This is an optimization exercise on Yosys and OpenROAD, whose aim is small area, a short achievable clock period and few clock cycles per item, not a production implementation. In this exercise RTL edits were held to simulation tests only and were not proved equivalent to the original. Power is estimated from default activity; no workload was simulated.

Design RFILE, start of the top module:
module RFILE(clk, rst, A_x, A_y, B_x, B_y, C_x, C_y, rssiA, rssiB, rssiC,
             valueA, valueB, valueC, expA, expB, expC, busy, out_valid, xt, yt);
input           clk;
input           rst;
input  [7:0]    A_x, A_y, B_x, B_y, C_x, C_y;
input  [19:0]   rssiA, rssiB, rssiC;
input  [15:0]   valueA, valueB, valueC;
output reg [11:0] expA, expB, expC;
output reg      busy;
output reg      out_valid;
output reg [7:0] xt, yt;
reg  [8:0] ph;            
reg  [2:0] k;             
reg        knz;           
reg  [2:0] cnt;           
wire       first = ph[7];
wire [2:0] cn = first ? ({1'b0, fs} + k) : cnt - 3'd1;
wire       fin = ph[8] && (cn == 3'd1);
reg  [1:0] fc;            
wire       fe = (fc != 2'd0);
always @(posedge clk or posedge rst) begin
    if (rst) begin
        ph <= 9'd1;
    end else begin
        ph <= fin ? 9'd1 : {ph[8] | ph[7], ph[6:0], 1'b0};
    end
end
always @(posedge clk) begin
    out_valid <= fin;
    busy <= ~fin;
end
always @(posedge clk) begin
    cnt <= cn;
    if (first) fc <= fs - 2'd1;
    else if (fc != 2'd0) fc <= fc - 2'd1;
end
function [13:0] f_exp(input [19:0] u);
    reg [19:0] z; reg [2:0] r, rn; reg [16:0] q; integer j; reg b;
    begin
        z = 20'd806912 - u;
        r = 3'd0;
        for (j = 18; j >= 2; j = j - 1) begin
            b = z[j];
            case (r)
                3'd0: begin q[j-2] = 1'b0; rn = {2'b00, b}; end
                3'd1: begin q[j-2] = 1'b0; rn = {2'b01, b}; end
                3'd2: begin q[j-2] = b;    rn = b ? 3'd0 : 3'd4; end
                3'd3: begin q[j-2] = 1'b1; rn = b ? 3'd2 : 3'd1; end
                default: begin q[j-2] = 1'b1; rn = b ? 3'd4 : 3'd3; end
            endcase
            r = rn;
        end
        f_exp = q[13:0];
    end
endfunction
reg  [19:0] rs;            
reg  [1:0]  iA, iB, iC;
wire [13:0] e = f_exp(rs);
always @(posedge clk) begin
    rs <= ph[0] ? rssiA : ph[1] ? rssiB : ph[2] ? rssiC : ph[3] ? {4'd0, valueA} : ph[4] ? {4'd0, valueB} : {4'd0, valueC};
  ...
==> flow/config.mk <==
export PLATFORM = sky130hd
export DESIGN_NAME = RFILE
export DESIGN_NICKNAME = RFILE
export VERILOG_FILES = /design/flow/design.v
export SDC_FILE = /design/flow/constraint.sdc
export NUM_CORES = 8
export LEC_CHECK = 0
export ABC_AREA = 1
export CAP_MARGIN = 20
export CORE_MARGIN = 2
export CORE_UTILIZATION = 40
export SLEW_MARGIN = 20
==> flow/constraint.sdc <==
create_clock -name core_clock -period 115.0 [get_ports {clk}]
set_input_delay 23.0000 -clock core_clock [delete_from_list [all_inputs] [get_ports {clk}]]
set_output_delay 23.0000 -clock core_clock [all_outputs]
set_load 0.01 [all_outputs]
standard.sh (not shown) runs the stock make flow with config.mk's settings and CLKGATE_MAP_FILE= SYNTH_SCRIPT=/design/flow/synth_recipe.tcl, a recipe that flattens the netlist after the stock synthesis.
==> flow/flow/run.sh <==
#!/bin/bash
# Standard layout (the standard.sh) with two changes:
#  - synthesis script flow/syn.tcl (the standard flow's script with Yosys synth -noabc and
#    the final ABC mapping done by flow/abc_map.script),
#  - port buffers are sky130_fd_sc_hd__buf_1 (every port still gets one).
set -euo pipefail
HERE=$(pwd)
export FLOW_ABC_SCRIPT=$HERE/flow/abc_map.script
sed -e "s#SYNTH_SCRIPT=[^ ]*#SYNTH_SCRIPT=$HERE/flow/syn.tcl#" \
    -e "s#make -C #make BUFFER_PORTS_ARGS='-buffer_cell sky130_fd_sc_hd__buf_1' -C #" \
    standard.sh > flow_standard.sh
grep -q "flow/syn.tcl" flow_standard.sh
grep -q "BUFFER_PORTS_ARGS" flow_standard.sh
bash flow_standard.sh finish > make.log 2>&1
==> flow/flow/abc_map.script <==
strash
dch -f
map -D 18000
topo
stime -c
buffer -c
upsize -c
dnsize -c
==> flow/flow/syn.tcl <==
# The standard flow's synthesis script (synth_recipe.tcl) with two changes to the
# combinational mapping only; registers are unchanged:
#  - Yosys's generic synth runs without its early "abc -fast" pass (-noabc).
#    That pass rewrites XOR/majority logic so that extract_fa builds full
#    adders with inverted pins and leaves inverters between them.
#  - The final ABC mapping uses flow/abc_map.script (delay-targeted mapping
#    with area recovery, then the usual buffering and sizing) in place of the
#    ORFS script, whose delay target of 115 ps makes it map for speed only.
proc synth {args} { yosys synth -nofsm -noshare -noabc {*}$args }
proc abc {args} {
  set i [lsearch -exact $args -script]
  if {$i >= 0 && [info exists ::env(FLOW_ABC_SCRIPT)]} {
    lset args [expr {$i + 1}] $::env(FLOW_ABC_SCRIPT)
  }
  puts "abc mapping script: [lindex $args [expr {$i + 1}]]"
  yosys abc {*}$args
}
source $::env(SCRIPTS_DIR)/synth.tcl
# left out here: clear keep_hierarchy, flatten, clean up, hide names made inside functions, write 1_2_yosys.v
Testbench counts at the start, summed over its fixed seeds: cycles 4,835, items 512.
Edit:
--- a/flow/design.v
+++ b/flow/design.v
@@ -672,30 +672,29 @@
 wire sq_404 = (sq_370 & sq_371) | (sq_370 & sq_402) | (sq_371 & sq_402);
 wire sq_405 = sq_372 ^ sq_373 ^ sq_404;
 wire sq_406 = (sq_372 & sq_373) | (sq_372 & sq_404) | (sq_373 & sq_404);
 wire sq_407 = sq_374 ^ sq_375 ^ sq_406;
 wire sq_408 = (sq_374 & sq_375) | (sq_374 & sq_406) | (sq_375 & sq_406);
 wire [15:0] sq_sum = {sq_407, sq_405, sq_403, sq_401, sq_399, sq_397, sq_395, sq_393, sq_391, sq_389, sq_387, sq_385, sq_383, sq_381, sq_379, sq_377};
 wire [15:0] w = sq_sum;
 always @(posedge clk) begin
     {cx, cy} <= ph[3] ? {A_x, A_y} : ph[4] ? {B_x, B_y} : {C_x, C_y};
 end
 reg  [15:0] c0, c1;
-wire [15:0] cw = (ph[5] ? c0 : c1) - w;    
 always @(posedge clk) begin
     if (ph[0]) c0 <= {A_x, B_x};
     else if (ph[4]) c0 <= w;
-    else c0 <= cw;
+    else c0 <= c0 - w;
     if (ph[0]) c1 <= {C_x, A_y};
     else if (ph[5]) c1 <= w;
-    else c1 <= cw;
+    else c1 <= c1 - w;
 end
 wire signed [8:0] x0 = {1'b0, c0[7:0]} - {1'b0, c0[15:8]};
 wire signed [8:0] nx1 = {1'b0, c0[7:0]} - {1'b0, c1[15:8]};    
 wire signed [8:0] ny0 = {1'b0, c1[7:0]} - {1'b0, g[15:8]};     
 wire signed [8:0] y1 = {1'b0, g[7:0]} - {1'b0, g[15:8]};
 wire [15:0] ma = ph[6] ? c0 : first ? c1 : ph[2] ? {{7{fx[17]}}, fx[17:9]} : {{7{fx[8]}}, fx[8:0]};
 wire [8:0]  mpx = ph[2] ? fy[17:9] : ph[3] ? fy[8:0] : ph[6] ? fx[17:9] : fx[8:0];
 wire [8:0]  mpy = ph[6] ? fy[8:0] : fy[17:9];
 wire        mcx = ph[3];
 wire [24:0] madx = ph[3] ? ~{{6{rx[18]}}, rx} : first ? {rx[18], rx, fx[17:13]} : 25'd0;
 wire [24:0] mady = first ? {ry[18], ry, fy[4:0]} : 25'd0;
Outcome:
- total power came out higher by about 30%
- sequential share of layout area came out lower by 0.20 points
- area after synthesis came out higher by about 0.8%
- setup slack is better by 0.078 ns
- core utilization came out higher by 0.46 points
- synthesized cell count barely changes
- count of clock-buffer cells in the layout came out higher by 12
- fmax came out higher by about 0.32%
- register-to-register slack is worse by 0.88 ns
- via count stays flat
- design area came out higher by about 1.4%
- routed wire length came out higher by 1.1%
- critical path depth does not change
- die area came out higher by about 0.8%
Testbench counts after the change, summed over its fixed seeds: cycles 4,835, items 512.

[re-timing with driven ports]
The results above use ideal ports. As a check the final layouts listed here were re-extracted and re-timed, cells and wires unchanged.
Step 1 (the two cells are an assumption about what drives the block):
set clk [get_ports {clk}]
set_driving_cell -lib_cell sky130_fd_sc_hd__clkbuf_16 $clk
set_driving_cell -lib_cell sky130_fd_sc_hd__buf_2 [delete_from_list [all_inputs] $clk]
Step 2 also shifts input and output timing later by t, the mid clock arrival at the registers, as if the neighbouring blocks saw the same clock.
Three values: ideal, step 1, step 2; two values: the first two.
| run | shift t [ns] | slack for setup (ns) | hold slack, ns |
|---|---|---|---|
| the first run | 0.673 | 90.838 / 90.772 / 90.627 | 0.481 / 0.481 / 0.481 |
| the second run | 0.613 | 90.916 / 90.848 / 90.821 | 0.495 / 0.495 / 0.495 |
After both steps setup and hold are still met in every run listed. The setup slack of the first run, which loses most, moves by -0.066 ns with the drivers and by -0.211 ns with both steps.
